Context: an optimization exercise on an open-source flow, tuned for small area, a short achievable clock period and few clock cycles. The choices shown serve that exercise and are no tape-out recipe. Function was checked by simulation only, so behaviour that the tests miss may differ from the original. Power and IR drop assume default switching activity.

v1:
// top
module top(
    input clk,
    input rst,
    input [7:0] in_data,
    input in_valid,
    input storage_reset,
    output [11:0] out_data,
    output out_valid,
    output in_rdy,
    output [1:0] err_data,
    output err_valid
);
reg  [7:0]  xq;
reg         vq, srq;
reg  [24:0] S;
reg  [8:0]  N;
reg  [3:0]  st;         
reg         ov, rdy;
reg  [8:0]  Rd;
reg  [12:0] Rs;
reg  [11:0] F;
always @(posedge clk)
    xq <= in_data;
wire [24:0] Sn;
sqacc U1(.s(srq ? 25'd0 : S), .x(vq ? xq : 8'd0), .sn(Sn));
wire [8:0]  Nn = (srq ? 9'd0 : N) + {8'd0, vq};
wire idle  = (st == 4'd0);
wire rnd   = (st == 4'd13);
wire start = idle & vq & ~in_valid;
wire [3:0] st_next = idle ? {3'd0, start} : (rnd ? 4'd0 : st + 4'd1);
always @(posedge clk or posedge rst) begin
    if (rst) begin
        vq  <= 1'b0;
        srq <= 1'b0;
        S   <= 25'd0;
        N   <= 9'd0;
        st  <= 4'd0;
        ov  <= 1'b0;
        rdy <= 1'b1;
    end else begin
        vq  <= in_valid;
        srq <= storage_reset;
        S   <= Sn;
        N   <= Nn;
        st  <= st_next;
        ov  <= rnd;
        rdy <= (st_next == 4'd0) & ~in_valid;
    end
end
reg [1:0] yb;
always @(*) begin
    case (st)
        4'd1: yb = S[15:14];
        4'd2: yb = S[13:12];
        4'd3: yb = S[11:10];
  ...
Size in the first run: ~84 flip-flops, ~29 I/O pins, ~5400 um^2 of cells after synthesis.
==> flow/config.mk <==
export PLATFORM = sky130hd
export DESIGN_NAME = top
export DESIGN_NICKNAME = top
export VERILOG_FILES = /design/flow/design.v
export SDC_FILE = /design/flow/constraint.sdc
export NUM_CORES = 4
export LEC_CHECK = 0
export CAP_MARGIN = 20
export CORE_MARGIN = 2
export CORE_UTILIZATION = 40
export SLEW_MARGIN = 20
==> flow/constraint.sdc <==
create_clock -name core_clock -period 100.0 [get_ports {clk}]
set_input_delay 20.0000 -clock core_clock [delete_from_list [all_inputs] [get_ports {clk}]]
set_output_delay 20.0000 -clock core_clock [all_outputs]
set_load 0.01 [all_outputs]
standard.sh (not shown) runs the stock make flow with config.mk's settings and CLKGATE_MAP_FILE= SYNTH_SCRIPT=/design/flow/synth_recipe.tcl, a recipe that flattens the netlist after the stock synthesis.
==> flow/flow/run.sh <==
#!/bin/bash
# Standard layout with plain port buffers and a small clock tree without dummy loads.
bash standard.sh BUFFER_PORTS_ARGS="-buffer_cell sky130_fd_sc_hd__buf_1" \
  CTS_ARGS="-sink_clustering_enable -repair_clock_nets -dont_use_dummy_load -sink_clustering_size 100 -sink_clustering_max_diameter 1000 -buf_list sky130_fd_sc_hd__clkbuf_8 -root_buf sky130_fd_sc_hd__clkbuf_16" \
  finish > standard.log 2>&1
Testbench counts of v1, summed over its fixed seeds: cycles 9,702.
--- input diff v1..v7 ---
- setting CTS_CLUSTER_SIZE to 50 for the first time
- setting CTS_CLUSTER_DIAMETER to 200 for the first time
- setting CTS_BUF_LIST to sky130_fd_sc_hd__clkbuf_8 for the first time
==> flow/run.sh (new file) <==
#!/bin/bash
# synth_recipe.tcl (not shown) runs the flow's synth.tcl, then flattens the netlist and writes it again
# the make line also repeats each setting of config.mk as NAME=value (left out here)
make -C /OpenROAD-flow-scripts/flow DESIGN_CONFIG=/design/flow/config.mk WORK_HOME=/design/flow/orfs CLKGATE_MAP_FILE= SYNTH_SCRIPT=/design/flow/synth_recipe.tcl finish
removed: flow/flow/run.sh
removed: flow/standard.sh
## What came out
Every stage of the flow completed for v7, and the final layout passed the timing, design-rule and antenna checks. Worst-margin pin slew in v7 is 0.0097 ns higher than in v1. On net switching power, v1 beats v7. In terms of overall fraction of global-route tracks in use, v7 and v1 differ only marginally. Summary of v7 over v1: layout overhead on the synthesized area higher; minimum clock period after layout higher; post-layout total power lower. Against v1 as the reference, v7 delivers a lower setup slack. v1 -> v7: critical path depth delta 0, exact match. Final cell area excluding filler cells: v7 worse than v1. Compared to v1, v7 reaches a lower achievable clock.
Modified inputs, v5 compared to v7
- CTS_CLUSTER_SIZE: 50 -> unset
- CTS_CLUSTER_DIAMETER: 200 -> unset
- CTS_BUF_LIST: sky130_fd_sc_hd__clkbuf_8 -> unset
### Flow results
- Combinational share of power is higher on v7
- Starting density of the core: v7 vs v5 identical
- Clock transition at the register clock pins on the worst setup and hold paths after CTS down 0.03 ns in v5 wrt v7
- On fmax, v7 and v5 are neck and neck.
- v7 consumes less power than v5.
- Between v7 and v5, the flow reports count of filler cells inserted in the layout decreasing slightly.
Setup changes, v5 to v4
- CTS_CLUSTER_DIAMETER now 200, previously not set
- CTS_BUF_LIST now sky130_fd_sc_hd__clkbuf_8, previously not set
- CTS_CLUSTER_SIZE now 50, previously not set
==> flow/flow/run.sh (new file) <==
#!/bin/bash
# Standard layout, with plain buffers (buf_1) on the ports.
bash standard.sh BUFFER_PORTS_ARGS="-buffer_cell sky130_fd_sc_hd__buf_1" finish > standard.log 2>&1
==> flow/standard.sh (new file) <==
#!/bin/bash
# synth_recipe.tcl (not shown) runs the flow's synth.tcl, then flattens the netlist and writes it again
# the make line also repeats each setting of config.mk as NAME=value (left out here)
make -C /OpenROAD-flow-scripts/flow DESIGN_CONFIG=/design/flow/config.mk WORK_HOME=/design/flow/orfs CLKGATE_MAP_FILE= SYNTH_SCRIPT=/design/flow/synth_recipe.tcl "${@:-finish}"
removed: flow/run.sh
### Flow results
- | total internal power | v4 vs v5 | 7.0% lower |
- F[3] as the launch point of the critical path was reported by v5, and F[9] by v4.
- On mux contribution to synthesized area, v5 and v4 are basically level.
- Re fmax: v5 and v4 aren't equal, and the lower value belongs to v5.
- v4 has flip-flop and latch share of the layout cell area above what v5 had.
- On global-route usage, v5 and v4 are neck and neck.
- Per the comparison of v4 with v5, worst setup slack before clock tree synthesis has increased; register-to-register slack fell by 0.03 ns; final clock period utilization by the worst path shrank by 0.34 points.
- v4 vs. v5: via count fell by 20; met3 routed wirelength went down 19%.
- Clock transition at the registers of the reported paths in v4 is 0.03 ns above v5.
> inputs changed (v4 -> v55)
==> flow/flow/run.sh <==
#!/bin/bash
# Standard layout, with plain buffers (buf_2) on the ports.
bash standard.sh BUFFER_PORTS_ARGS="-buffer_cell sky130_fd_sc_hd__buf_2" finish > standard.log 2>&1
Findings:
- From v4 to v55 the numbers moved as follows: register fraction of the total cell area level; number of global-route vias before repair moved down; fmax level; overall via count from detail_route level; final worst setup slack moved up.
- In terms of final area, v4 and v55 differ only marginally.
- In v55 the cell internal power dissipation turned out about 1.1% lower than in v4.
- Comparing v55 and v4, the higher routed length on met1 is on v4.
- NOTE: clock power in v55 falls short of that of v4
- Between v55 and v4, the hold slack does not differ in any meaningful way.
- Summary of the comparison: clock network fraction of total power is lower in v55, relative to v4.
Input changes introduced in v39 (baseline for comparison: v55):
- CTS_CLUSTER_DIAMETER removed (was 200)
- CTS_CLUSTER_SIZE removed (was 50)
- CTS_BUF_LIST removed (was sky130_fd_sc_hd__clkbuf_8)
==> flow/flow/run.sh <==
#!/bin/bash
# Standard layout with plain port buffers and a small clock tree without dummy loads.
bash standard.sh BUFFER_PORTS_ARGS="-buffer_cell sky130_fd_sc_hd__buf_1" \
  CTS_ARGS="-sink_clustering_enable -repair_clock_nets -dont_use_dummy_load -sink_clustering_size 100 -sink_clustering_max_diameter 1000 -buf_list sky130_fd_sc_hd__clkbuf_16 -root_buf sky130_fd_sc_hd__clkbuf_16" \
  finish > standard.log 2>&1
[summary]
Clock-buffer cell count: v39 < v55. v39 vs v55, combinational power went down by about 1%. [compare] base=v55 new=v39: hold slack -0.013 ns, sequential share of cell area ~0 delta, wire length +1.0%, share of synthesized flip-flops with an asynchronous set or reset ~0 delta, synthesized area ~0 delta.

what the ideal ports hide:
Ports are ideal in the flow. The routed layouts listed here were re-timed in OpenROAD. Step 1 sets driving cells, clkbuf_16 on the clock port and buf_2 on the other inputs (assumed; they add their load-dependent delay and slew). Step 2 moves the port delays by t, midway between the first and last clock arrival at a register: inputs arrive t later, outputs are due t later. That takes back most of the time a late clock gives input paths. a / b / c = no drivers / after step 1 / after step 2; a / b = the first two.
run	t, ns	setup WS [ns]	worst setup path after step 2	latest minus earliest clock arrival (ns)	cell pins on the clock port's net
v1	0.369	78.969 / 78.934 / 79.085	input to register	0.016 / 0.016	1
v7	0.407	78.523 / 78.490 / 78.692	input to register	0.012 / 0.012	1
v5	0.380	78.573 / 78.536 / 78.694	input to register	0.006 / 0.006	1
v4	0.402	78.913 / 78.881 / 79.090	input to register	0.014 / 0.014	1
v55	0.402	78.929 / 78.897 / 79.139	input to register	0.017 / 0.017	1
v39	0.369	78.969 / 78.934 / 79.085	input to register	0.016 / 0.016	1
After both steps setup and hold are still met in every run listed.
